Source: an optimization exercise on an open RTL-to-GDS flow (aim: small area). Production flows keep margins and buffers that such runs may drop. Only the layout flow was run in this run; the RTL was not checked for function there. No activity file was given, so power comes from the tool's default toggle rates.

$ cat flow/flow/run.sh
#!/bin/bash
# Layout flow: the standard ORFS flow (standard.sh: the standard synthesis,
# floorplan, power grid, tap cells, placement, CTS, routing), with two settings
# passed to it through the environment:
#  - every port still gets its own buffer, but the smallest one (buf_1);
#  - the clock tree uses clkbuf_8 sink clusters and no dummy loads.
# The whole make output goes to flow_make.log in this folder; ORFS also writes
# each step's log under orfs/logs/.
set -euo pipefail
export BUFFER_PORTS_ARGS="-buffer_cell sky130_fd_sc_hd__buf_1"
export CTS_ARGS="-sink_clustering_enable -repair_clock_nets -dont_use_dummy_load -buf_list sky130_fd_sc_hd__clkbuf_8 -sink_clustering_size 18 -sink_clustering_max_diameter 60"
bash standard.sh finish > flow_make.log 2>&1
$ cat flow/standard.sh
#!/bin/bash
# synth_recipe.tcl (not shown) runs the flow's synth.tcl, then flattens the netlist and writes it again
# the make line also repeats each setting of config.mk as NAME=value (left out here)
make -C /OpenROAD-flow-scripts/flow DESIGN_CONFIG=/design/flow/config.mk WORK_HOME=/design/flow/orfs CLKGATE_MAP_FILE= SYNTH_SCRIPT=/design/flow/synth_recipe.tcl "${@:-finish}"
$ cat flow/config.mk
export PLATFORM = sky130hd
export DESIGN_NAME = Top_Module_Controller_and_FIR
export DESIGN_NICKNAME = Top_Module_Controller_and_FIR
export VERILOG_FILES = /design/flow/design.v
export SDC_FILE = /design/flow/constraint.sdc
export NUM_CORES = 4
export LEC_CHECK = 0
export CAP_MARGIN = 20
export CORE_MARGIN = 2
export CORE_UTILIZATION = 60
export SLEW_MARGIN = 20
export SYNTH_HIERARCHICAL = 1
$ cat flow/constraint.sdc
create_clock -name core_clock -period 10.0 [get_ports {clk}]
set_input_delay 2.0000 -clock core_clock [delete_from_list [all_inputs] [get_ports {clk}]]
set_output_delay 2.0000 -clock core_clock [all_outputs]
set_load 0.01 [all_outputs]
$ cat flow/design.v
module FIR_Filter_Optimized(
  input clk,
  input CLK_Filter,
  input rst_n,
  input wire [7:0] RED_ADC_Value,
  input wire [7:0] IR_ADC_Next,
  output wire [19:0] Out_RED_Filtered,
  output wire [19:0] Out_IR_Filtered);
reg [8*46-1:0] sr;    
reg [23:1] v;         
reg [18:0] ir_hold;
reg [18:0] out_red, out_ir;
assign Out_RED_Filtered = {1'b0, out_red};
assign Out_IR_Filtered = {1'b0, out_ir};
wire [7:0] mn0 = ~(sr[31:24] & {8{v[2]}});
wire [7:0] mn1 = ~(sr[47:40] & {8{v[3]}});
wire [7:0] mn2 = ~(sr[63:56] & {8{v[4]}});
wire [7:0] mn3 = ~(sr[79:72] & {8{v[5]}});
wire [7:0] mn4 = ~(sr[95:88] & {8{v[6]}});
wire [7:0] mn5 = ~(sr[111:104] & {8{v[7]}});
wire [7:0] mn6 = ~(sr[127:120] & {8{v[8]}});
wire [7:0] mn7 = ~(sr[143:136] & {8{v[9]}});
wire [7:0] mn8 = ~(sr[159:152] & {8{v[10]}});
wire [7:0] mn9 = ~(sr[175:168] & {8{v[11]}});
wire [7:0] mn10 = ~(sr[191:184] & {8{v[12]}});
wire [7:0] mn11 = ~(sr[207:200] & {8{v[13]}});
wire [7:0] mn12 = ~(sr[223:216] & {8{v[14]}});
wire [7:0] mn13 = ~(sr[239:232] & {8{v[15]}});
wire [7:0] mn14 = ~(sr[255:248] & {8{v[16]}});
wire [7:0] mn15 = ~(sr[271:264] & {8{v[17]}});
wire [7:0] mn16 = ~(sr[287:280] & {8{v[18]}});
wire [7:0] mn17 = ~(sr[303:296] & {8{v[19]}});
wire [7:0] mn18 = ~(sr[319:312] & {8{v[20]}});
wire [7:0] mn19 = ~(sr[335:328] & {8{v[21]}});
wire [7:0] mn20 = ~(sr[351:344] & {8{v[22]}});
wire [7:0] mn21 = ~(sr[367:360] & {8{v[23]}});
wire hs1, hc2, fs3, fc4, fs5, fc6, fs7, fc8, fs9, fc10, fs11, fc12, fs13, fc14, fs15, fc16, hs17, hc18, fs19, fc20, fs21, fc22, fs23, fc24, fs25, fc26, fs27, fc28, fs29, fc30, fs31, fc32, hs33, hc34, fs35, fc36, fs37, fc38, fs39, fc40, fs41, fc42, fs43, fc44, fs45, fc46, fs47, fc48, hs49, hc50, fs51, fc52, fs53, fc54, fs55, fc56, fs57, fc58, fs59, fc60, fs61, fc62, fs63, fc64, hs65, hc66, fs67, fc68, fs69, fc70, fs71, fc72, fs73, fc74, fs75, fc76, fs77, fc78, fs79, fc80, hs81, hc82, fs83, fc84, fs85, fc86, fs87, fc88, fs89, fc90, fs91, fc92, fs93, fc94, fs95, fc96, hs97, hc98, fs99, fc100, fs101, fc102, fs103, fc104, fs105, fc106, fs107, fc108, fs109, fc110, fs111, fc112, hs113, hc114, fs115, fc116, fs117, fc118, fs119, fc120, fs121, fc122, fs123, fc124, fs125, fc126, fs127, fc128, nv129, nv130, fs131, fc132, nv133, fs134, fc135, fs136, fc137, nv138, nv139, fs140, fc141, fs142, fc143, fs144, fc145, nv146, nv147, fs148, fc149, fs150, fc151, fs152, fc153, fs154, fc155, nv156, nv157, fs158, fc159, fs160, fc161, fs162, fc163, fs164, fc165, fs166, fc167, nv168, nv169, fs170, fc171, fs172, fc173, fs174, fc175, fs176, fc177, fs178, fc179, fs180, fc181, nv182, fs183, fc184, fs185, fc186, fs187, fc188, fs189, fc190, fs191, fc192, fs193, fc194, nv195, nv196, fs197, fc198, fs199, fc200, fs201, fc202, fs203, fc204, fs205, fc206, fs207, fc208, nv209, nv210, fs211, fc212, fs213, fc214, fs215, fc216, fs217, fc218, fs219, fc220, nv221, nv222, fs223, fc224, fs225, fc226, fs227, fc228, fs229, fc230, nv231, nv232, fs233, fc234, fs235, fc236, fs237, fc238, nv239, fs240, fc241, fs242, fc243, nv244, fs245, fc246, nv247, nv248, fs249, fc250, hs251, hc252, fs253, fc254, fs255, fc256, fs257, fc258, fs259, fc260, fs261, fc262, fs263, fc264, fs265, fc266, fs267, fc268, fs269, fc270, fs271, fc272, fs273, fc274, fs275, fc276, fs277, fc278, fs279, fc280, fs281, fc282, fs283, fc284, fs285, fc286, fs287, fc288, fs289, fc290, fs291, fc292, fs293, fc294, fs295, fc296, fs297, fc298, fs299, fc300, fs301, fc302, fs303, fc304, fs305, fc306, fs307, fc308, fs309, fc310, fs311, fc312, fs313, fc314, fs315, fc316, fs317, fc318, fs319, fc320, fs321, fc322, fs323, fc324, fs325, fc326, fs327, fc328, fs329, fc330, fs331, fc332, hs333, hc334, fs335, fc336, fs337, fc338, fs339, fc340, fs341, fc342, fs343, fc344, fs345, fc346, fs347, fc348, fs349, fc350, fs351, fc352, fs353, fc354, fs355, fc356, fs357, fc358, fs359, fc360, fs361, fc362, fs363, fc364, fs365, fc366, fs367, fc368, fs369, fc370, fs371, fc372, fs373, fc374, fs375, fc376, fs377, fc378, fs379, fc380, fs381, fc382, fs383, fc384, fs385, fc386, fs387, fc388, fs389, fc390, fs391, fc392, fs393, fc394, fs395, fc396, fs397, fc398, fs399, fc400, fs401, fc402, fs403, fc404, fs405, fc406, fs407, fc408, fs409, fc410, fs411, fc412, fs413, fc414, fs415, fc416, fs417, fc418, fs419, fc420, fs421, fc422, fs423, fc424, fs425, fc426, fs427, fc428, fs429, fc430, fs431, fc432, fs433, fc434, fs435, fc436, fs437, fc438, fs439, fc440, fs441, fc442, fs443, fc444, fs445, fc446, fs447, fc448, fs449, fc450, fs451, fc452, fs453, fc454, fs455, fc456, fs457, fc458, fs459, fc460, fs461, fc462, fs463, fc464, fs465, fc466, fs467, fc468, fs469, fc470, fs471, fc472, fs473, fc474, fs475, fc476, hs477, hc478, fs479, fc480, fs481, fc482, fs483, fc484, fs485, fc486, fs487, fc488, fs489, fc490, fs491, fc492, fs493, fc494, fs495, fc496, fs497, fc498, fs499, fc500, fs501, fc502, fs503, fc504, fs505, fc506, fs507, fc508, fs509, fc510, fs511, fc512, hs513, hc514, fs515, fc516, fs517, fc518, fs519, fc520, fs521, fc522, fs523, fc524, fs525, fc526, fs527, fc528, fs529, fc530, fs531, fc532, fs533, fc534, fs535, fc536, fs537, fc538, fs539, fc540, fs541, fc542, fs543, fc544, fs545, fc546, fs547, fc548, fs549, fc550, fs551, fc552, fs553, fc554, fs555, fc556, fs557, fc558, fs559, fc560, fs561, fc562, fs563, fc564, fs565, fc566, fs567, fc568, fs569, fc570, fs571, fc572, hs573, hc574, fs575, fc576, fs577, fc578, fs579, fc580, fs581, fc582, fs583, fc584, fs585, fc586, fs587, fc588, fs589, fc590, fs591, fc592, fs593, fc594, fs595, fc596, hs597, hc598, fs599, fc600, fs601, fc602, fs603, fc604, fs605, fc606, fs607, fc608, fs609, fc610, fs611, fc612, fs613, fc614, fs615, fc616, hs617, hc618, fs619, fc620, fs621, fc622, fs623, fc624, fs625, fc626, fs627, fc628, fs629, fc630, fs631, fc632, fs633, fc634, hs635, hc636, fs637, fc638, hs639, hc640, hs641, hc642;
HA uhs1(.a(mn1[0]), .b(mn20[0]), .s(hs1), .co(hc2));
FA ufs3(.a(mn1[1]), .b(mn20[1]), .c(hc2), .s(fs3), .co(fc4));
FA ufs5(.a(mn1[2]), .b(mn20[2]), .c(fc4), .s(fs5), .co(fc6));
FA ufs7(.a(mn1[3]), .b(mn20[3]), .c(fc6), .s(fs7), .co(fc8));
FA ufs9(.a(mn1[4]), .b(mn20[4]), .c(fc8), .s(fs9), .co(fc10));
FA ufs11(.a(mn1[5]), .b(mn20[5]), .c(fc10), .s(fs11), .co(fc12));
FA ufs13(.a(mn1[6]), .b(mn20[6]), .c(fc12), .s(fs13), .co(fc14));
FA ufs15(.a(mn1[7]), .b(mn20[7]), .c(fc14), .s(fs15), .co(fc16));
HA uhs17(.a(mn3[0]), .b(mn18[0]), .s(hs17), .co(hc18));
FA ufs19(.a(mn3[1]), .b(mn18[1]), .c(hc18), .s(fs19), .co(fc20));
FA ufs21(.a(mn3[2]), .b(mn18[2]), .c(fc20), .s(fs21), .co(fc22));
FA ufs23(.a(mn3[3]), .b(mn18[3]), .c(fc22), .s(fs23), .co(fc24));
FA ufs25(.a(mn3[4]), .b(mn18[4]), .c(fc24), .s(fs25), .co(fc26));
FA ufs27(.a(mn3[5]), .b(mn18[5]), .c(fc26), .s(fs27), .co(fc28));
FA ufs29(.a(mn3[6]), .b(mn18[6]), .c(fc28), .s(fs29), .co(fc30));
FA ufs31(.a(mn3[7]), .b(mn18[7]), .c(fc30), .s(fs31), .co(fc32));
HA uhs33(.a(mn4[0]), .b(mn17[0]), .s(hs33), .co(hc34));
FA ufs35(.a(mn4[1]), .b(mn17[1]), .c(hc34), .s(fs35), .co(fc36));
FA ufs37(.a(mn4[2]), .b(mn17[2]), .c(fc36), .s(fs37), .co(fc38));
FA ufs39(.a(mn4[3]), .b(mn17[3]), .c(fc38), .s(fs39), .co(fc40));
FA ufs41(.a(mn4[4]), .b(mn17[4]), .c(fc40), .s(fs41), .co(fc42));
FA ufs43(.a(mn4[5]), .b(mn17[5]), .c(fc42), .s(fs43), .co(fc44));
FA ufs45(.a(mn4[6]), .b(mn17[6]), .c(fc44), .s(fs45), .co(fc46));
FA ufs47(.a(mn4[7]), .b(mn17[7]), .c(fc46), .s(fs47), .co(fc48));
HA uhs49(.a(mn5[0]), .b(mn16[0]), .s(hs49), .co(hc50));
FA ufs51(.a(mn5[1]), .b(mn16[1]), .c(hc50), .s(fs51), .co(fc52));
FA ufs53(.a(mn5[2]), .b(mn16[2]), .c(fc52), .s(fs53), .co(fc54));
FA ufs55(.a(mn5[3]), .b(mn16[3]), .c(fc54), .s(fs55), .co(fc56));
FA ufs57(.a(mn5[4]), .b(mn16[4]), .c(fc56), .s(fs57), .co(fc58));
FA ufs59(.a(mn5[5]), .b(mn16[5]), .c(fc58), .s(fs59), .co(fc60));
FA ufs61(.a(mn5[6]), .b(mn16[6]), .c(fc60), .s(fs61), .co(fc62));
FA ufs63(.a(mn5[7]), .b(mn16[7]), .c(fc62), .s(fs63), .co(fc64));
HA uhs65(.a(mn6[0]), .b(mn15[0]), .s(hs65), .co(hc66));
FA ufs67(.a(mn6[1]), .b(mn15[1]), .c(hc66), .s(fs67), .co(fc68));
FA ufs69(.a(mn6[2]), .b(mn15[2]), .c(fc68), .s(fs69), .co(fc70));
FA ufs71(.a(mn6[3]), .b(mn15[3]), .c(fc70), .s(fs71), .co(fc72));
FA ufs73(.a(mn6[4]), .b(mn15[4]), .c(fc72), .s(fs73), .co(fc74));
FA ufs75(.a(mn6[5]), .b(mn15[5]), .c(fc74), .s(fs75), .co(fc76));
FA ufs77(.a(mn6[6]), .b(mn15[6]), .c(fc76), .s(fs77), .co(fc78));
FA ufs79(.a(mn6[7]), .b(mn15[7]), .c(fc78), .s(fs79), .co(fc80));
HA uhs81(.a(mn7[0]), .b(mn14[0]), .s(hs81), .co(hc82));
FA ufs83(.a(mn7[1]), .b(mn14[1]), .c(hc82), .s(fs83), .co(fc84));
FA ufs85(.a(mn7[2]), .b(mn14[2]), .c(fc84), .s(fs85), .co(fc86));
FA ufs87(.a(mn7[3]), .b(mn14[3]), .c(fc86), .s(fs87), .co(fc88));
FA ufs89(.a(mn7[4]), .b(mn14[4]), .c(fc88), .s(fs89), .co(fc90));
FA ufs91(.a(mn7[5]), .b(mn14[5]), .c(fc90), .s(fs91), .co(fc92));
FA ufs93(.a(mn7[6]), .b(mn14[6]), .c(fc92), .s(fs93), .co(fc94));
FA ufs95(.a(mn7[7]), .b(mn14[7]), .c(fc94), .s(fs95), .co(fc96));
HA uhs97(.a(mn8[0]), .b(mn13[0]), .s(hs97), .co(hc98));
FA ufs99(.a(mn8[1]), .b(mn13[1]), .c(hc98), .s(fs99), .co(fc100));
FA ufs101(.a(mn8[2]), .b(mn13[2]), .c(fc100), .s(fs101), .co(fc102));
FA ufs103(.a(mn8[3]), .b(mn13[3]), .c(fc102), .s(fs103), .co(fc104));
FA ufs105(.a(mn8[4]), .b(mn13[4]), .c(fc104), .s(fs105), .co(fc106));
FA ufs107(.a(mn8[5]), .b(mn13[5]), .c(fc106), .s(fs107), .co(fc108));
FA ufs109(.a(mn8[6]), .b(mn13[6]), .c(fc108), .s(fs109), .co(fc110));
FA ufs111(.a(mn8[7]), .b(mn13[7]), .c(fc110), .s(fs111), .co(fc112));
HA uhs113(.a(mn9[0]), .b(mn12[0]), .s(hs113), .co(hc114));
FA ufs115(.a(mn9[1]), .b(mn12[1]), .c(hc114), .s(fs115), .co(fc116));
FA ufs117(.a(mn9[2]), .b(mn12[2]), .c(fc116), .s(fs117), .co(fc118));
FA ufs119(.a(mn9[3]), .b(mn12[3]), .c(fc118), .s(fs119), .co(fc120));
FA ufs121(.a(mn9[4]), .b(mn12[4]), .c(fc120), .s(fs121), .co(fc122));
FA ufs123(.a(mn9[5]), .b(mn12[5]), .c(fc122), .s(fs123), .co(fc124));
FA ufs125(.a(mn9[6]), .b(mn12[6]), .c(fc124), .s(fs125), .co(fc126));
FA ufs127(.a(mn9[7]), .b(mn12[7]), .c(fc126), .s(fs127), .co(fc128));
assign nv129 = ~hs81;
assign nv130 = ~hs97;
FA ufs131(.a(hs65), .b(fs83), .c(fs99), .s(fs131), .co(fc132));
assign nv133 = ~fs131;
FA ufs134(.a(hs17), .b(hs49), .c(fs67), .s(fs134), .co(fc135));
FA ufs136(.a(fs85), .b(fs101), .c(fc132), .s(fs136), .co(fc137));
assign nv138 = ~fs134;
assign nv139 = ~fs136;
FA ufs140(.a(hs113), .b(fs19), .c(fs51), .s(fs140), .co(fc141));
FA ufs142(.a(fs69), .b(fc135), .c(fs140), .s(fs142), .co(fc143));
FA ufs144(.a(fc137), .b(fs87), .c(fs103), .s(fs144), .co(fc145));
assign nv146 = ~fs142;
assign nv147 = ~fs144;
FA ufs148(.a(hs97), .b(fs115), .c(fs21), .s(fs148), .co(fc149));
FA ufs150(.a(fs53), .b(fc141), .c(fs71), .s(fs150), .co(fc151));
FA ufs152(.a(fs148), .b(fc143), .c(fs89), .s(fs152), .co(fc153));
FA ufs154(.a(fs105), .b(fc145), .c(fs150), .s(fs154), .co(fc155));
assign nv156 = ~fs152;
assign nv157 = ~fs154;
FA ufs158(.a(hs81), .b(fs99), .c(fs117), .s(fs158), .co(fc159));
FA ufs160(.a(fc149), .b(fs23), .c(fs55), .s(fs160), .co(fc161));
FA ufs162(.a(fs158), .b(fs73), .c(fc151), .s(fs162), .co(fc163));
FA ufs164(.a(fs160), .b(fs91), .c(fs107), .s(fs164), .co(fc165));
FA ufs166(.a(fc153), .b(fc155), .c(fs162), .s(fs166), .co(fc167));
assign nv168 = ~fs164;
assign nv169 = ~fs166;
FA ufs170(.a(fs83), .b(fs101), .c(fc159), .s(fs170), .co(fc171));
FA ufs172(.a(fs119), .b(fs25), .c(fs57), .s(fs172), .co(fc173));
FA ufs174(.a(fc161), .b(fs170), .c(fs75), .s(fs174), .co(fc175));
FA ufs176(.a(fc163), .b(fs172), .c(fs93), .s(fs176), .co(fc177));
FA ufs178(.a(fs109), .b(fc165), .c(fc167), .s(fs178), .co(fc179));
FA ufs180(.a(fs174), .b(fs176), .c(fs178), .s(fs180), .co(fc181));
assign nv182 = ~fs180;
FA ufs183(.a(fs85), .b(fs103), .c(fc171), .s(fs183), .co(fc184));
FA ufs185(.a(fs121), .b(fs27), .c(fs59), .s(fs185), .co(fc186));
FA ufs187(.a(fc173), .b(fs183), .c(fs77), .s(fs187), .co(fc188));
FA ufs189(.a(fc175), .b(fs185), .c(fs95), .s(fs189), .co(fc190));
FA ufs191(.a(fs111), .b(fc177), .c(fc179), .s(fs191), .co(fc192));
FA ufs193(.a(fs187), .b(fs189), .c(fs191), .s(fs193), .co(fc194));
assign nv195 = ~fc181;
assign nv196 = ~fs193;
FA ufs197(.a(fs87), .b(fs105), .c(fc184), .s(fs197), .co(fc198));
FA ufs199(.a(fs123), .b(fs29), .c(fs61), .s(fs199), .co(fc200));
FA ufs201(.a(fc186), .b(fs197), .c(fc96), .s(fs201), .co(fc202));
FA ufs203(.a(fc112), .b(fs79), .c(fc188), .s(fs203), .co(fc204));
FA ufs205(.a(fs199), .b(fc190), .c(fs201), .s(fs205), .co(fc206));
FA ufs207(.a(fc192), .b(fs203), .c(fs205), .s(fs207), .co(fc208));
assign nv209 = ~fc194;
assign nv210 = ~fs207;
FA ufs211(.a(fs89), .b(fs107), .c(fc198), .s(fs211), .co(fc212));
FA ufs213(.a(fs125), .b(fc80), .c(fs31), .s(fs213), .co(fc214));
FA ufs215(.a(fs63), .b(fc200), .c(fs211), .s(fs215), .co(fc216));
FA ufs217(.a(fc202), .b(fc204), .c(fs213), .s(fs217), .co(fc218));
FA ufs219(.a(fs215), .b(fc206), .c(fs217), .s(fs219), .co(fc220));
assign nv221 = ~fc208;
assign nv222 = ~fs219;
FA ufs223(.a(fs91), .b(fs109), .c(fc32), .s(fs223), .co(fc224));
FA ufs225(.a(fc64), .b(fc212), .c(fs127), .s(fs225), .co(fc226));
FA ufs227(.a(fc214), .b(fs223), .c(fc216), .s(fs227), .co(fc228));
FA ufs229(.a(fs225), .b(fc218), .c(fs227), .s(fs229), .co(fc230));
assign nv231 = ~fc220;
assign nv232 = ~fs229;
FA ufs233(.a(fs93), .b(fc128), .c(fs111), .s(fs233), .co(fc234));
FA ufs235(.a(fc224), .b(fc226), .c(fs233), .s(fs235), .co(fc236));
FA ufs237(.a(fc228), .b(fs235), .c(fc230), .s(fs237), .co(fc238));
assign nv239 = ~fs237;
FA ufs240(.a(fc112), .b(fs95), .c(fc234), .s(fs240), .co(fc241));
FA ufs242(.a(fs240), .b(fc236), .c(fc238), .s(fs242), .co(fc243));
assign nv244 = ~fs242;
FA ufs245(.a(fc96), .b(fc241), .c(fc243), .s(fs245), .co(fc246));
assign nv247 = ~fs245;
assign nv248 = ~fc246;
FA ufs249(.a(1'b1), .b(hs33), .c(nv129), .s(fs249), .co(fc250));
HA uhs251(.a(nv130), .b(fs249), .s(hs251), .co(hc252));
FA ufs253(.a(mn0[0]), .b(mn21[0]), .c(hs1), .s(fs253), .co(fc254));
FA ufs255(.a(hs33), .b(hs113), .c(fs35), .s(fs255), .co(fc256));
FA ufs257(.a(fc250), .b(fs253), .c(hc252), .s(fs257), .co(fc258));
FA ufs259(.a(fs255), .b(nv133), .c(fs257), .s(fs259), .co(fc260));
FA ufs261(.a(1'b1), .b(mn0[1]), .c(mn21[1]), .s(fs261), .co(fc262));
FA ufs263(.a(fs261), .b(fs3), .c(fs35), .s(fs263), .co(fc264));
FA ufs265(.a(fs115), .b(fc254), .c(fs37), .s(fs265), .co(fc266));
FA ufs267(.a(fc256), .b(fs263), .c(nv138), .s(fs267), .co(fc268));
FA ufs269(.a(fc258), .b(fs265), .c(nv139), .s(fs269), .co(fc270));
FA ufs271(.a(fs267), .b(fc260), .c(fs269), .s(fs271), .co(fc272));
FA ufs273(.a(1'b1), .b(mn0[2]), .c(mn21[2]), .s(fs273), .co(fc274));
FA ufs275(.a(hs1), .b(hs33), .c(fc262), .s(fs275), .co(fc276));
FA ufs277(.a(fs273), .b(fs275), .c(fs5), .s(fs277), .co(fc278));
FA ufs279(.a(fs37), .b(fs117), .c(fc264), .s(fs279), .co(fc280));
FA ufs281(.a(fc266), .b(fs39), .c(fs277), .s(fs281), .co(fc282));
FA ufs283(.a(fs279), .b(fc268), .c(nv146), .s(fs283), .co(fc284));
FA ufs285(.a(nv147), .b(fc270), .c(fs281), .s(fs285), .co(fc286));
FA ufs287(.a(fs283), .b(fc272), .c(fs285), .s(fs287), .co(fc288));
FA ufs289(.a(mn0[3]), .b(mn21[3]), .c(mn2[0]), .s(fs289), .co(fc290));
FA ufs291(.a(mn19[0]), .b(hs65), .c(fc274), .s(fs291), .co(fc292));
FA ufs293(.a(fs289), .b(fs3), .c(fs35), .s(fs293), .co(fc294));
FA ufs295(.a(fc276), .b(fs291), .c(fs293), .s(fs295), .co(fc296));
FA ufs297(.a(fc278), .b(fc280), .c(fs7), .s(fs297), .co(fc298));
FA ufs299(.a(fs39), .b(fs119), .c(fs295), .s(fs299), .co(fc300));
FA ufs301(.a(fs41), .b(fc282), .c(fs297), .s(fs301), .co(fc302));
FA ufs303(.a(fc284), .b(fs299), .c(fc286), .s(fs303), .co(fc304));
FA ufs305(.a(nv156), .b(fs301), .c(nv157), .s(fs305), .co(fc306));
FA ufs307(.a(fc288), .b(fs303), .c(fs305), .s(fs307), .co(fc308));
FA ufs309(.a(1'b1), .b(mn0[4]), .c(mn21[4]), .s(fs309), .co(fc310));
FA ufs311(.a(mn2[1]), .b(mn19[1]), .c(hs17), .s(fs311), .co(fc312));
FA ufs313(.a(hs33), .b(fc290), .c(fs309), .s(fs313), .co(fc314));
FA ufs315(.a(fs67), .b(fs311), .c(fc292), .s(fs315), .co(fc316));
FA ufs317(.a(fs313), .b(fs5), .c(fs37), .s(fs317), .co(fc318));
FA ufs319(.a(fc294), .b(fs315), .c(fs317), .s(fs319), .co(fc320));
FA ufs321(.a(fc296), .b(fs9), .c(fs41), .s(fs321), .co(fc322));
FA ufs323(.a(fs121), .b(fc298), .c(fc300), .s(fs323), .co(fc324));
FA ufs325(.a(fs319), .b(fs43), .c(fc302), .s(fs325), .co(fc326));
FA ufs327(.a(fs321), .b(fs323), .c(fc304), .s(fs327), .co(fc328));
FA ufs329(.a(nv168), .b(fs325), .c(fc306), .s(fs329), .co(fc330));
FA ufs331(.a(nv169), .b(fs327), .c(fc308), .s(fs331), .co(fc332));
HA uhs333(.a(fs329), .b(fs331), .s(hs333), .co(hc334));
FA ufs335(.a(mn0[5]), .b(mn21[5]), .c(mn2[2]), .s(fs335), .co(fc336));
FA ufs337(.a(mn19[2]), .b(hs49), .c(hs65), .s(fs337), .co(fc338));
FA ufs339(.a(fc310), .b(fs335), .c(fs19), .s(fs339), .co(fc340));
FA ufs341(.a(fs35), .b(fc312), .c(fs337), .s(fs341), .co(fc342));
FA ufs343(.a(fc314), .b(fs69), .c(fs339), .s(fs343), .co(fc344));
FA ufs345(.a(fs341), .b(fc316), .c(fc318), .s(fs345), .co(fc346));
FA ufs347(.a(fs7), .b(fs39), .c(fs343), .s(fs347), .co(fc348));
FA ufs349(.a(fc320), .b(fs345), .c(fs347), .s(fs349), .co(fc350));
FA ufs351(.a(fs11), .b(fs43), .c(fs123), .s(fs351), .co(fc352));
FA ufs353(.a(fc322), .b(fc324), .c(fs349), .s(fs353), .co(fc354));
FA ufs355(.a(fs45), .b(fc326), .c(fs351), .s(fs355), .co(fc356));
FA ufs357(.a(fs353), .b(fc328), .c(fs355), .s(fs357), .co(fc358));
FA ufs359(.a(fc330), .b(fs357), .c(nv182), .s(fs359), .co(fc360));
FA ufs361(.a(fc332), .b(hc334), .c(fs359), .s(fs361), .co(fc362));
FA ufs363(.a(1'b1), .b(mn0[6]), .c(mn21[6]), .s(fs363), .co(fc364));
FA ufs365(.a(mn2[3]), .b(mn19[3]), .c(mn10[0]), .s(fs365), .co(fc366));
FA ufs367(.a(mn11[0]), .b(hs81), .c(hs97), .s(fs367), .co(fc368));
FA ufs369(.a(hs113), .b(fc336), .c(fs363), .s(fs369), .co(fc370));
FA ufs371(.a(fs365), .b(fs51), .c(fs67), .s(fs371), .co(fc372));
FA ufs373(.a(fc338), .b(fs367), .c(fs369), .s(fs373), .co(fc374));
FA ufs375(.a(fs21), .b(fs37), .c(fc340), .s(fs375), .co(fc376));
FA ufs377(.a(fc342), .b(fs371), .c(fs373), .s(fs377), .co(fc378));
FA ufs379(.a(fs71), .b(fs375), .c(fc344), .s(fs379), .co(fc380));
FA ufs381(.a(fs377), .b(fc346), .c(fs9), .s(fs381), .co(fc382));
FA ufs383(.a(fs41), .b(fc348), .c(fs379), .s(fs383), .co(fc384));
FA ufs385(.a(fs381), .b(fc350), .c(fs383), .s(fs385), .co(fc386));
FA ufs387(.a(fs13), .b(fs45), .c(fs125), .s(fs387), .co(fc388));
FA ufs389(.a(fc352), .b(fc354), .c(fs385), .s(fs389), .co(fc390));
FA ufs391(.a(fs47), .b(fc356), .c(fs387), .s(fs391), .co(fc392));
FA ufs393(.a(fs389), .b(fs391), .c(fc358), .s(fs393), .co(fc394));
FA ufs395(.a(nv195), .b(fs393), .c(nv196), .s(fs395), .co(fc396));
FA ufs397(.a(fc360), .b(fs395), .c(fc362), .s(fs397), .co(fc398));
FA ufs399(.a(1'b1), .b(mn0[7]), .c(mn21[7]), .s(fs399), .co(fc400));
FA ufs401(.a(mn2[4]), .b(mn19[4]), .c(mn10[1]), .s(fs401), .co(fc402));
FA ufs403(.a(mn11[1]), .b(fc364), .c(fc366), .s(fs403), .co(fc404));
FA ufs405(.a(fs399), .b(fs401), .c(fs83), .s(fs405), .co(fc406));
FA ufs407(.a(fs99), .b(fs115), .c(fc368), .s(fs407), .co(fc408));
FA ufs409(.a(fc370), .b(fs403), .c(fs53), .s(fs409), .co(fc410));
FA ufs411(.a(fs69), .b(fc372), .c(fs405), .s(fs411), .co(fc412));
FA ufs413(.a(fs407), .b(fc374), .c(fc376), .s(fs413), .co(fc414));
FA ufs415(.a(fs23), .b(fs39), .c(fs409), .s(fs415), .co(fc416));
FA ufs417(.a(fs411), .b(fc378), .c(fs73), .s(fs417), .co(fc418));
FA ufs419(.a(fc380), .b(fs413), .c(fs415), .s(fs419), .co(fc420));
FA ufs421(.a(fs11), .b(fs43), .c(fc382), .s(fs421), .co(fc422));
FA ufs423(.a(fs417), .b(fc384), .c(fs419), .s(fs423), .co(fc424));
FA ufs425(.a(fs421), .b(fc386), .c(fs423), .s(fs425), .co(fc426));
FA ufs427(.a(fc48), .b(fs15), .c(fs47), .s(fs427), .co(fc428));
FA ufs429(.a(fs127), .b(fc388), .c(fc390), .s(fs429), .co(fc430));
FA ufs431(.a(fs425), .b(fc392), .c(fs427), .s(fs431), .co(fc432));
FA ufs433(.a(fs429), .b(fs431), .c(fc394), .s(fs433), .co(fc434));
FA ufs435(.a(nv209), .b(nv210), .c(fs433), .s(fs435), .co(fc436));
FA ufs437(.a(fc396), .b(fs435), .c(fc398), .s(fs437), .co(fc438));
FA ufs439(.a(1'b1), .b(mn2[5]), .c(mn19[5]), .s(fs439), .co(fc440));
FA ufs441(.a(mn10[2]), .b(mn11[2]), .c(fc400), .s(fs441), .co(fc442));
FA ufs443(.a(fc402), .b(fs439), .c(fc404), .s(fs443), .co(fc444));
FA ufs445(.a(fs441), .b(fs85), .c(fs101), .s(fs445), .co(fc446));
FA ufs447(.a(fs117), .b(fc406), .c(fc408), .s(fs447), .co(fc448));
FA ufs449(.a(fs443), .b(fc410), .c(fs55), .s(fs449), .co(fc450));
FA ufs451(.a(fs71), .b(fs445), .c(fs447), .s(fs451), .co(fc452));
FA ufs453(.a(fc412), .b(fc414), .c(fs25), .s(fs453), .co(fc454));
FA ufs455(.a(fs41), .b(fc416), .c(fs449), .s(fs455), .co(fc456));
FA ufs457(.a(fs451), .b(fs75), .c(fc418), .s(fs457), .co(fc458));
FA ufs459(.a(fs453), .b(fc420), .c(fs455), .s(fs459), .co(fc460));
FA ufs461(.a(fs13), .b(fs45), .c(fc422), .s(fs461), .co(fc462));
FA ufs463(.a(fs457), .b(fc424), .c(fs459), .s(fs463), .co(fc464));
FA ufs465(.a(fc16), .b(fc48), .c(fc128), .s(fs465), .co(fc466));
FA ufs467(.a(fs461), .b(fc426), .c(fs463), .s(fs467), .co(fc468));
FA ufs469(.a(fc428), .b(fs465), .c(fc430), .s(fs469), .co(fc470));
FA ufs471(.a(fs467), .b(fc432), .c(fs469), .s(fs471), .co(fc472));
FA ufs473(.a(nv221), .b(fc434), .c(nv222), .s(fs473), .co(fc474));
FA ufs475(.a(fs471), .b(fc436), .c(fs473), .s(fs475), .co(fc476));
HA uhs477(.a(fc438), .b(fs475), .s(hs477), .co(hc478));
FA ufs479(.a(mn2[6]), .b(mn19[6]), .c(mn10[3]), .s(fs479), .co(fc480));
FA ufs481(.a(mn11[3]), .b(fc440), .c(fs479), .s(fs481), .co(fc482));
FA ufs483(.a(fc442), .b(fs481), .c(fc444), .s(fs483), .co(fc484));
FA ufs485(.a(fc446), .b(fc448), .c(fs87), .s(fs485), .co(fc486));
FA ufs487(.a(fs103), .b(fs119), .c(fs483), .s(fs487), .co(fc488));
FA ufs489(.a(fs57), .b(fs73), .c(fc450), .s(fs489), .co(fc490));
FA ufs491(.a(fc452), .b(fs485), .c(fs487), .s(fs491), .co(fc492));
FA ufs493(.a(fs27), .b(fs43), .c(fc454), .s(fs493), .co(fc494));
FA ufs495(.a(fc456), .b(fs489), .c(fs491), .s(fs495), .co(fc496));
FA ufs497(.a(fs77), .b(fc458), .c(fs493), .s(fs497), .co(fc498));
FA ufs499(.a(fc460), .b(fs495), .c(fs15), .s(fs499), .co(fc500));
FA ufs501(.a(fs47), .b(fc462), .c(fs497), .s(fs501), .co(fc502));
FA ufs503(.a(fc464), .b(fc466), .c(fs499), .s(fs503), .co(fc504));
FA ufs505(.a(fs501), .b(fc468), .c(fs503), .s(fs505), .co(fc506));
FA ufs507(.a(fc470), .b(nv231), .c(fs505), .s(fs507), .co(fc508));
FA ufs509(.a(nv232), .b(fc472), .c(fc474), .s(fs509), .co(fc510));
FA ufs511(.a(fs507), .b(fc476), .c(fs509), .s(fs511), .co(fc512));
HA uhs513(.a(hc478), .b(fs511), .s(hs513), .co(hc514));
FA ufs515(.a(mn2[7]), .b(mn19[7]), .c(mn10[4]), .s(fs515), .co(fc516));
FA ufs517(.a(mn11[4]), .b(fc480), .c(fs515), .s(fs517), .co(fc518));
FA ufs519(.a(fc482), .b(fs517), .c(fc484), .s(fs519), .co(fc520));
FA ufs521(.a(fs89), .b(fs105), .c(fs121), .s(fs521), .co(fc522));
FA ufs523(.a(fc486), .b(fc488), .c(fs519), .s(fs523), .co(fc524));
FA ufs525(.a(fs59), .b(fs75), .c(fc490), .s(fs525), .co(fc526));
FA ufs527(.a(fs521), .b(fc492), .c(fs523), .s(fs527), .co(fc528));
FA ufs529(.a(fs29), .b(fs45), .c(fc494), .s(fs529), .co(fc530));
FA ufs531(.a(fs525), .b(fc496), .c(fs527), .s(fs531), .co(fc532));
FA ufs533(.a(fc16), .b(fc48), .c(fs79), .s(fs533), .co(fc534));
FA ufs535(.a(fc498), .b(fs529), .c(fs531), .s(fs535), .co(fc536));
FA ufs537(.a(fc500), .b(fs533), .c(fc502), .s(fs537), .co(fc538));
FA ufs539(.a(fs535), .b(fc504), .c(fs537), .s(fs539), .co(fc540));
FA ufs541(.a(fc506), .b(fs539), .c(fc508), .s(fs541), .co(fc542));
FA ufs543(.a(nv239), .b(fc510), .c(fs541), .s(fs543), .co(fc544));
FA ufs545(.a(fc512), .b(fs543), .c(hc514), .s(fs545), .co(fc546));
FA ufs547(.a(1'b1), .b(mn10[5]), .c(mn11[5]), .s(fs547), .co(fc548));
FA ufs549(.a(fc516), .b(fs547), .c(fc518), .s(fs549), .co(fc550));
FA ufs551(.a(fs549), .b(fc520), .c(fs91), .s(fs551), .co(fc552));
FA ufs553(.a(fs107), .b(fs123), .c(fc522), .s(fs553), .co(fc554));
FA ufs555(.a(fc524), .b(fs61), .c(fs77), .s(fs555), .co(fc556));
FA ufs557(.a(fc526), .b(fs551), .c(fs553), .s(fs557), .co(fc558));
FA ufs559(.a(fc528), .b(fc80), .c(fs31), .s(fs559), .co(fc560));
FA ufs561(.a(fs47), .b(fc530), .c(fs555), .s(fs561), .co(fc562));
FA ufs563(.a(fs557), .b(fc532), .c(fc534), .s(fs563), .co(fc564));
FA ufs565(.a(fs559), .b(fs561), .c(fc536), .s(fs565), .co(fc566));
FA ufs567(.a(fs563), .b(fc538), .c(fs565), .s(fs567), .co(fc568));
FA ufs569(.a(fc540), .b(fs567), .c(fc542), .s(fs569), .co(fc570));
FA ufs571(.a(nv244), .b(fc544), .c(fs569), .s(fs571), .co(fc572));
HA uhs573(.a(fc546), .b(fs571), .s(hs573), .co(hc574));
FA ufs575(.a(mn10[6]), .b(mn11[6]), .c(fc548), .s(fs575), .co(fc576));
FA ufs577(.a(fs575), .b(fc550), .c(fs93), .s(fs577), .co(fc578));
FA ufs579(.a(fs109), .b(fs125), .c(fc552), .s(fs579), .co(fc580));
FA ufs581(.a(fc554), .b(fc32), .c(fc48), .s(fs581), .co(fc582));
FA ufs583(.a(fs63), .b(fs79), .c(fc556), .s(fs583), .co(fc584));
FA ufs585(.a(fc558), .b(fs577), .c(fs579), .s(fs585), .co(fc586));
FA ufs587(.a(fc560), .b(fs581), .c(fc562), .s(fs587), .co(fc588));
FA ufs589(.a(fs583), .b(fs585), .c(fc564), .s(fs589), .co(fc590));
FA ufs591(.a(fs587), .b(fc566), .c(fs589), .s(fs591), .co(fc592));
FA ufs593(.a(fc568), .b(fs591), .c(fc570), .s(fs593), .co(fc594));
FA ufs595(.a(nv247), .b(fc572), .c(fs593), .s(fs595), .co(fc596));
HA uhs597(.a(hc574), .b(fs595), .s(hs597), .co(hc598));
FA ufs599(.a(mn10[7]), .b(mn11[7]), .c(fc576), .s(fs599), .co(fc600));
FA ufs601(.a(fs599), .b(fc64), .c(fc80), .s(fs601), .co(fc602));
FA ufs603(.a(fs95), .b(fs111), .c(fs127), .s(fs603), .co(fc604));
FA ufs605(.a(fc578), .b(fc580), .c(fc582), .s(fs605), .co(fc606));
FA ufs607(.a(fc584), .b(fs601), .c(fc586), .s(fs607), .co(fc608));
FA ufs609(.a(fs603), .b(fs605), .c(fc588), .s(fs609), .co(fc610));
FA ufs611(.a(fs607), .b(fc590), .c(fs609), .s(fs611), .co(fc612));
FA ufs613(.a(fc592), .b(fs611), .c(nv248), .s(fs613), .co(fc614));
FA ufs615(.a(fc594), .b(fs613), .c(fc596), .s(fs615), .co(fc616));
HA uhs617(.a(hc598), .b(fs615), .s(hs617), .co(hc618));
FA ufs619(.a(fc600), .b(fc96), .c(fc112), .s(fs619), .co(fc620));
FA ufs621(.a(fc128), .b(fc602), .c(fc604), .s(fs621), .co(fc622));
FA ufs623(.a(fs619), .b(fc606), .c(fs621), .s(fs623), .co(fc624));
FA ufs625(.a(fc608), .b(fc610), .c(fs623), .s(fs625), .co(fc626));
FA ufs627(.a(fc612), .b(fs625), .c(fc614), .s(fs627), .co(fc628));
FA ufs629(.a(fs627), .b(fc616), .c(hc618), .s(fs629), .co(fc630));
FA ufs631(.a(fc620), .b(fc622), .c(fc624), .s(fs631), .co(fc632));
FA ufs633(.a(fc626), .b(fs631), .c(fc628), .s(fs633), .co(fc634));
HA uhs635(.a(fc630), .b(fs633), .s(hs635), .co(hc636));
FA ufs637(.a(1'b1), .b(fc632), .c(fc634), .s(fs637), .co(fc638));
HA uhs639(.a(hc636), .b(fs637), .s(hs639), .co(hc640));
HA uhs641(.a(fc638), .b(hc640), .s(hs641), .co(hc642));
wire [18:0] sum_n = {hs641, hs639, hs635, fs629, hs617, hs597, hs573, fs545, hs513, hs477, fs437, fs397, fs361, hs333, fs307, fs287, fs271, fs259, hs251};
always @(posedge clk) begin
  sr <= {sr[8*45-1:0], CLK_Filter ? RED_ADC_Value : IR_ADC_Next};
  ir_hold <= ~sum_n;
  if (rst_n) begin
    v <= 23'd0;
    out_red <= 19'd0;
    out_ir <= 19'd0;
  end else if (CLK_Filter) begin
    v <= {v[22:1], 1'b1} | v;
    out_red <= ~sum_n;
    out_ir <= ir_hold;
  end
end
endmodule
module FA(input a, input b, input c, output s, output co);
assign s = a ^ b ^ c;
assign co = (a & b) | (c & (a ^ b));
endmodule
module HA(input a, input b, output s, output co);
assign s = a ^ b;
assign co = a & b;
endmodule
module Controller_StateMachine(ADC, clk, Find_Setting, rst_n, LED_Drive, DC_Comp, LED_IR, LED_RED, PGA_Gain,
                               RED_ADC_Value, IR_ADC_Next, CLK_Filter);
	input  wire [7:0] ADC;
	input  wire clk;
	input  wire rst_n;           
	input  wire Find_Setting;
	output wire [3:0] LED_Drive;
	output reg  [6:0] DC_Comp;
	output wire LED_IR;
	output wire LED_RED;
	output reg  [3:0] PGA_Gain;
	output reg  [7:0] RED_ADC_Value;  
	output wire [7:0] IR_ADC_Next;    
	output reg  CLK_Filter;
	localparam [3:0] S_IDLE  = 4'd0,   
	                 S_RST4  = 4'd1,   
	                 S_ROP   = 4'd2,
	                 S_RGAIN = 4'd3,
	                 S_IOP   = 4'd4,
	                 S_IGAIN = 4'd5,
	                 S_AR    = 4'd6,
	                 S_AI    = 4'd7,
	                 S_ALT   = 4'd8;
	reg [3:0]  st;
	reg [1:0]  prev;         
	reg [15:0] gw;           
	reg [4:0]  cnt;
	reg [7:0]  vmin, vmax;
	reg [6:0]  oth_op;
	reg [3:0]  oth_g;
	reg        led_ir;
	reg [7:0]  IR_ADC_Value;
	assign LED_Drive = 4'd10;
	assign LED_IR  = led_ir;
	assign LED_RED = ~led_ir;
	wire in_reset = (st == S_IDLE) | (st == S_RST4);
	wire win_done = cnt[4] & cnt[2];
	wire aw_ok    = cnt[3] & cnt[1];
	wire in_alt   = (st == S_ALT) | (st == S_AR) | (st == S_AI);
	wire in_rng = (ADC < 8'd240) & (ADC > 8'd5);
	wire clip   = (ADC > 8'd240) | (ADC < 8'd5);
	wire gw_ok  = (|gw[15:10]) | (gw[9] & ((|gw[8:6]) | (gw[5] & (|gw[4:0]))));
	wire [8:0] cmin, cmax;
	assign cmin[0] = 1'b1;    
	assign cmax[0] = 1'b0;    
	genvar gi;
	generate for (gi = 0; gi < 8; gi = gi + 1) begin : cmp
		assign cmin[gi+1] = (ADC[gi] & ~vmin[gi]) | (cmin[gi] & (ADC[gi] | ~vmin[gi]));
		assign cmax[gi+1] = (ADC[gi] & ~vmax[gi]) | (cmax[gi] & (ADC[gi] | ~vmax[gi]));
	end endgenerate
	wire lt_min = ~cmin[8];
	wire gt_max = cmax[8];
	wire [7:0] dcy;           
	wire [7:2] q;             
	assign dcy[1] = vmax[0] | ~vmin[0];
	assign dcy[2] = (vmax[1] & ~vmin[1]) | (dcy[1] & (vmax[1] | ~vmin[1]));
	generate for (gi = 2; gi < 7; gi = gi + 1) begin : sub
		FA u(.a(vmax[gi]), .b(~vmin[gi]), .c(dcy[gi]), .s(q[gi]), .co(dcy[gi+1]));
	end endgenerate
	assign q[7] = vmax[7] ^ ~vmin[7] ^ dcy[7];
	wire [7:0] mid;
	wire [7:0] mcy;
	HA m0(.a(vmin[0]), .b(q[2]), .s(mid[0]), .co(mcy[1]));
	generate for (gi = 1; gi < 6; gi = gi + 1) begin : add
		FA u(.a(vmin[gi]), .b(q[gi+2]), .c(mcy[gi]), .s(mid[gi]), .co(mcy[gi+1]));
	end endgenerate
	HA m6(.a(vmin[6]), .b(mcy[6]), .s(mid[6]), .co(mcy[7]));
	assign mid[7] = vmin[7] ^ mcy[7];
	wire accept = (mid >= 8'd117) & (mid <= 8'd137);
	wire [15:0] gw_inc;
	wire [15:0] gcy;
	assign gw_inc[0] = ~gw[0];
	assign gcy[1] = gw[0];
	generate for (gi = 1; gi < 15; gi = gi + 1) begin : ginc
		HA u(.a(gw[gi]), .b(gcy[gi]), .s(gw_inc[gi]), .co(gcy[gi+1]));
	end endgenerate
	assign gw_inc[15] = gw[15] ^ gcy[15];
	assign IR_ADC_Next = rst_n ? 8'd0 :
	                     Find_Setting ? IR_ADC_Value :
	                     in_reset ? 8'd0 :
	                     ((st == S_ALT) & (prev == 2'd2)) ? ADC : IR_ADC_Value;
	always @(posedge clk) begin
		IR_ADC_Value <= IR_ADC_Next;
		if (rst_n) CLK_Filter <= 1'b0;
		else CLK_Filter <= ~CLK_Filter;
	end
	always @(posedge clk) begin
		if (rst_n) begin
			st <= S_IDLE;
			prev <= 2'd0;
			led_ir <= 1'b0;
			DC_Comp <= 7'd0;
			PGA_Gain <= 4'd0;
			gw <= 16'd545;
			cnt <= 5'd0;
			vmin <= 8'd255;
			vmax <= 8'd0;
			RED_ADC_Value <= 8'd0;
		end else if (Find_Setting) begin
			st <= S_ROP;
			if (in_alt) cnt <= 5'd1;
		end else begin
			case (st)
			S_IDLE, S_RST4: begin
				led_ir <= 1'b0;
				DC_Comp <= 7'd0;
				PGA_Gain <= 4'd0;
				gw <= 16'd545;
				cnt <= 5'd0;
				vmin <= 8'd255;
				vmax <= 8'd0;
				RED_ADC_Value <= 8'd0;
				st <= (st == S_RST4) ? S_IOP : S_IDLE;
			end
			S_ROP, S_IOP: begin
				if (st == S_IOP) led_ir <= 1'b1;
				if (!win_done) begin
					if (lt_min) vmin <= ADC;
					if (gt_max) vmax <= ADC;
					cnt <= cnt + 5'd1;
				end else begin
					vmin <= 8'd255;
					vmax <= 8'd0;
					cnt <= 5'd1;
					if (accept) begin
						if (st == S_ROP) begin oth_op <= DC_Comp; st <= S_RGAIN; end
						else st <= S_IGAIN;
					end else
						DC_Comp <= DC_Comp + 7'd10;
				end
			end
			S_RGAIN, S_IGAIN: begin
				if (in_rng & gw_ok) PGA_Gain <= PGA_Gain + 4'd1;
				if ((in_rng & gw_ok) | clip) gw <= 16'd1;
				else gw <= gw_inc;
				if (clip) begin
					if (st == S_RGAIN) begin oth_g <= PGA_Gain; st <= S_RST4; end
					else begin st <= S_ALT; cnt <= 5'd10; end
				end
			end
			S_ALT: begin
				if (aw_ok) begin
					cnt <= 5'd1;
					st <= (prev == 2'd1) ? S_AI : S_AR;
				end else
					cnt <= cnt + 5'd1;
				if (prev == 2'd1) RED_ADC_Value <= ADC;
			end
			S_AR, S_AI: begin
				if (led_ir != (st == S_AI)) begin
					DC_Comp <= oth_op;
					oth_op <= DC_Comp;
					PGA_Gain <= oth_g;
					oth_g <= PGA_Gain;
				end
				led_ir <= (st == S_AI);
				st <= S_ALT;
				prev <= (st == S_AI) ? 2'd2 : 2'd1;
			end
			default: ;
			endcase
		end
	end
endmodule
module Top_Module_Controller_and_FIR(ADC,clk,Find_Setting, rst_n, LED_Drive,DC_Comp,LED_IR,LED_RED,PGA_Gain,Out_IR_Filtered,Out_RED_Filtered);
	output wire [3:0] LED_Drive;
	output wire [6:0] DC_Comp;
	output wire LED_IR;
	output wire LED_RED;
	output wire [3:0] PGA_Gain;
	input wire [7:0] ADC;
	input wire clk;
	input wire rst_n;
	input wire Find_Setting;
	output wire [19:0] Out_IR_Filtered;
	output wire [19:0] Out_RED_Filtered;
	wire [7:0] RED_ADC_Value;
	wire [7:0] IR_ADC_Next;
	wire CLK_Filter;
	Controller_StateMachine Controller(
	.ADC(ADC), .clk(clk), .Find_Setting(Find_Setting), .rst_n(rst_n),
	.LED_Drive(LED_Drive), .DC_Comp(DC_Comp), .LED_IR(LED_IR), .LED_RED(LED_RED), .PGA_Gain(PGA_Gain),
	.RED_ADC_Value(RED_ADC_Value), .IR_ADC_Next(IR_ADC_Next), .CLK_Filter(CLK_Filter));
	FIR_Filter_Optimized Filters(
	.clk(clk), .CLK_Filter(CLK_Filter), .rst_n(rst_n),
	.RED_ADC_Value(RED_ADC_Value), .IR_ADC_Next(IR_ADC_Next),
	.Out_RED_Filtered(Out_RED_Filtered), .Out_IR_Filtered(Out_IR_Filtered));
endmodule
==> key figures <==
Synthesis
  – Synth Instances: around 1700
  – Top FF cell, synth: dfxtp_1
  – Synth unique cells: 73
  – Post-synthesis average cell area: between 10 and 15 µm²
  – Fraction of registers with async set/reset: 0%
  – Yosys reg bits: 531
  – EDFF count, synth: 11
  – Mapped cell area: between 20000 and 25000 µm²
  – Sequential area share after synthesis: between 40% and 50%
  – Synth warnings: 8

Global route
  – Vias in the first global route: between 10000 and 15000
  – First-pass GRT wire length: ~72000 µm
  – GRT Util Overall: 25.6%
  – Initial antenna violation count: 4
  – Largest net degree at the start of global routing: between 60 and 70
  – Total congestion overflow: 0

Floorplan
  – Die X: between 150 and 200 µm
  – Initial core utilization: 60.9%
  – Core area: between 30000 and 40000 µm²
  – Die area: around 38000 µm²
  – Num rows: 69
  – Die height: a little under 200 µm
  – IO Pins: 68

Critical path
  – Startpoint Class: register
  – Max Fanout on Critical Path: 10
  – Kind of critical path: register to register
  – Data required time of the critical path: 10.53 ns
  – Crit. End Element: register
  – Crit path arrival time: 10.03 ns

Clock network
  – CTS H-tree depth: 2
  – CTS Buf Count: 39
  – Resized Gates After CTS: 0
  – Clock Sinks: approximately 530
  – Cts hold-fix bufs: 0
  – Reg clk slew, reported paths: approximately 0.10 ns
  – Maximum buffer depth of the clock tree: 3
  – Clock latency on the worst-skew pair: ~0.63 ns
  – TritonCTS clock tree: done
  – Post-CTS setup buffers: 0
  – Clock tree root driver cell: clkbuf_8

Detailed routing
  – Wire per inst: between 20 and 25 µm
  – Routed Antenna Nets: 0
  – Vias: ~12000
  – DR iter-0 viols: 618
  – Residual DRC count: 0
  – Drt first pass iters: 6
  – Vias per inst: around 5.4
  – Drt total wl: approximately 46000 µm

Worst hold path
  – HP Class: register to register

Placement
  – GP Congestion: around 0.94
  – IO buf count: slightly above 60
  – Detailed Place HPWL: 36800 µm

STA
  – Final Max Tran Viols: 0
  – RSZ-0062 raised after global routing: false
  – Fmax: 0.105 GHz
  – Post-Route Skew: between 0.05 and 0.06 ns
  – Min Tclk post-route: ~9.5 ns
  – Total Neg Setup Slack: 0 ns
  – Period utilization: a little over nine tenths
  – Worst slew pin tran: ~1.0 ns
  – Final count of hold timing violations: 0
  – Final setup violation count: 0
  – Slew headroom: ~30%

Power
  – Leakage: around 7.6 nW
  – Cell Pwr Density: 152 nW/µm²
  – Maximum vdd drop: approximately 160 µV

Job
  – # Max-Cap Violations: 0

Layout
  – Nets: slightly above 2000
  – Post-layout util: 64.1%
  – Area Overhead vs Synth: 5.29%
  – Antenna diode count: 0
  – Share of cells above drive strength 1: under 10%

Status
  – Status: finished clean
[cell type report]
type                    count  area (µm²)
repair buffers             78         360
fillers                  2793       12700
clock buffers              39         537
flip-flops and latches    531       10700
well taps                 461         577
multi-input cells        1015       10300
inverters                  62         233
[per-module statistics from Yosys (local to each module, per instance), excerpt]
| module | cells inside | cell area (µm²) | times used |
|---|---|---|---|
| HA | 1 | 12.5 | 34 |
| FIR_Filter_Optimized | 840 | 10900 | 1 |
| Controller_StateMachine | 498 | 4280 | 1 |
| FA | 1 | 20.0 | 301 |
[cell usage in the layout, fill, tap and decap left out, drive strengths merged, types with 5 or more instances in the layout]
cell,n
nor3,11
buf,77
nand4,13
edfxtp,11
a31oi,5
a22o,7
a22oi,7
clkbuf,40
mux2i,25
and2,6
nor2b,12
nand2b,18
o21ai,15
o221ai,5
inv,62
ha,37
nand2,217
mux2,8
dfxtp,520
o32a,7
a21oi,68
o31ai,6
conb,15
a211oi,28
fa,301
nor2,112
nand3,21
[per-stage QoR]
| step | hold slack (ns) | instances | setup WS, ns | power, mW | instance area [µm²] |
|---|---|---|---|---|---|
| final | 0.303 | 2186 | 0.505 | 3.46 | 22800 |
| after global routing | 0.308 | 2186 | 0.134 | 3.61 | 22800 |
| after CTS | 0.305 | 2186 | 0.468 | 3.51 | 22800 |
| after detailed placement | 0.312 | 2147 | 0.429 | 2.55 | 22200 |
| after global placement | 0.310 | 2147 | 0.634 | 2.55 | 22200 |
| after floorplan | 0.310 | 1684 | 0.808 | 2.46 | 21700 |
[power breakdown]
| group | switching (mW) | leakage [nW] | internal (mW) |
|---|---|---|---|
| Sequential | 0.0360 | 4.30 | 2.17 |
| Clock | 0.608 | 0.280 | 0.352 |
| Combinational | 0.180 | 2.97 | 0.113 |
| Total | 0.825 | 7.55 | 2.63 |
[cells in the mapped netlist (13+ instances only)]
| master | instances | area [µm²] |
|---|---|---|
| a211oi_2 | 20 | 250 |
| a21oi_1 | 68 | 340 |
| clkbuf_1 | 44 | 165 |
| dfxtp_1 | 520 | 10400 |
| fa_1 | 301 | 6030 |
| ha_1 | 37 | 463 |
| inv_1 | 62 | 233 |
| mux2i_1 | 25 | 250 |
| nand2_1 | 216 | 811 |
| nand2b_1 | 18 | 113 |
| nand3_1 | 21 | 105 |
| nand4_1 | 13 | 81.3 |
| nor2_1 | 112 | 420 |
| o21ai_0 | 14 | 70.1 |
[critical path: stages, from the launching register on]
cell and delay (ns):
dfxtp_1 0.53, nand2_1 0.10, ha_1 0.20, fa_1 0.38, fa_1 0.55, fa_1 0.46, fa_1 0.56, inv_1 0.10
fa_1 0.44, fa_1 0.40, fa_1 0.42, fa_1 0.42, fa_1 0.38, fa_1 0.39, fa_1 0.43, fa_1 0.40
fa_1 0.43, fa_1 0.43, fa_1 0.42, fa_1 0.46, ha_1 0.21, fa_1 0.37, ha_1 0.21, ha_1 0.19
ha_1 0.30, a211oi_2 0.21
[cell families after synthesis]
| group | count (synthesis) | share of synthesized area (%) |
|---|---|---|
| flip-flops | 531 | 49.7 |
| AND/OR/NAND/NOR | 427 | 8.53 |
| adder cells (fa/ha/maj) | 342 | 30.2 |
| AO/OA/AOI/OAI | 192 | 6.73 |
| buffers and inverters | 138 | 2.90 |
| multiplexers | 33 | 1.57 |
| XOR/XNOR | 6 | 0.278 |
| other | 4 | 0.0695 |
[final timing paths]
kind	from	to	slack, ns	depth (start not counted)
worst min-delay path	Filters.sr[15]	Filters.sr[23]	0.30	0
worst max-delay path	Filters.v[15]	Filters.out_red[18]	0.51	25
worst max register to register	Filters.v[15]	Filters.out_red[18]	0.51	25
worst min register to register	Filters.sr[15]	Filters.sr[23]	0.30	0
[flip-flops by register name, indices dropped and copies added, names as in the netlist, 5 cells and up]
signal                    count
Filters.sr                  368
Filters.v                    23
Filters.ir_hold              19
Filters.out_ir               19
Filters.out_red              19
Controller.gw                16
Controller.IR_ADC_Value       8
Controller.RED_ADC_Value      8
Controller.vmax               8
Controller.vmin               8
Controller.DC_Comp            7
Controller.oth_op             7
Controller.cnt                5
[routing by layer]
layer,global-route usage (%),part of all wire (%)
met4,7.46,2.4
met3,5.77,6.2
met2,39.0,46
met5,0,0
met1,37.3,46

[separate check: timing with driven ports]
No port has a modelled driver above. Below, the same layout with a new extraction and two added sets of constraints.
Step 1, drivers: a clkbuf_16 drives clk and a buf_2 each remaining input, both assumed.
Step 2 moves the port delays by t, midway between the first and last clock arrival at a register: inputs arrive t later, outputs are due t later. That takes back most of the time a late clock gives input paths.
Three values: ideal, step 1, step 2; two values: the first two.
t, ns: 0.653
setup WS [ns]: 0.505 / 0.505 / 0.505
worst data-port slew with drivers (ns): 0.03
After both steps setup and hold are still met in this run. For this run, drivers alone change the setup slack by 0.000 ns; drivers and shift together by 0.000 ns.
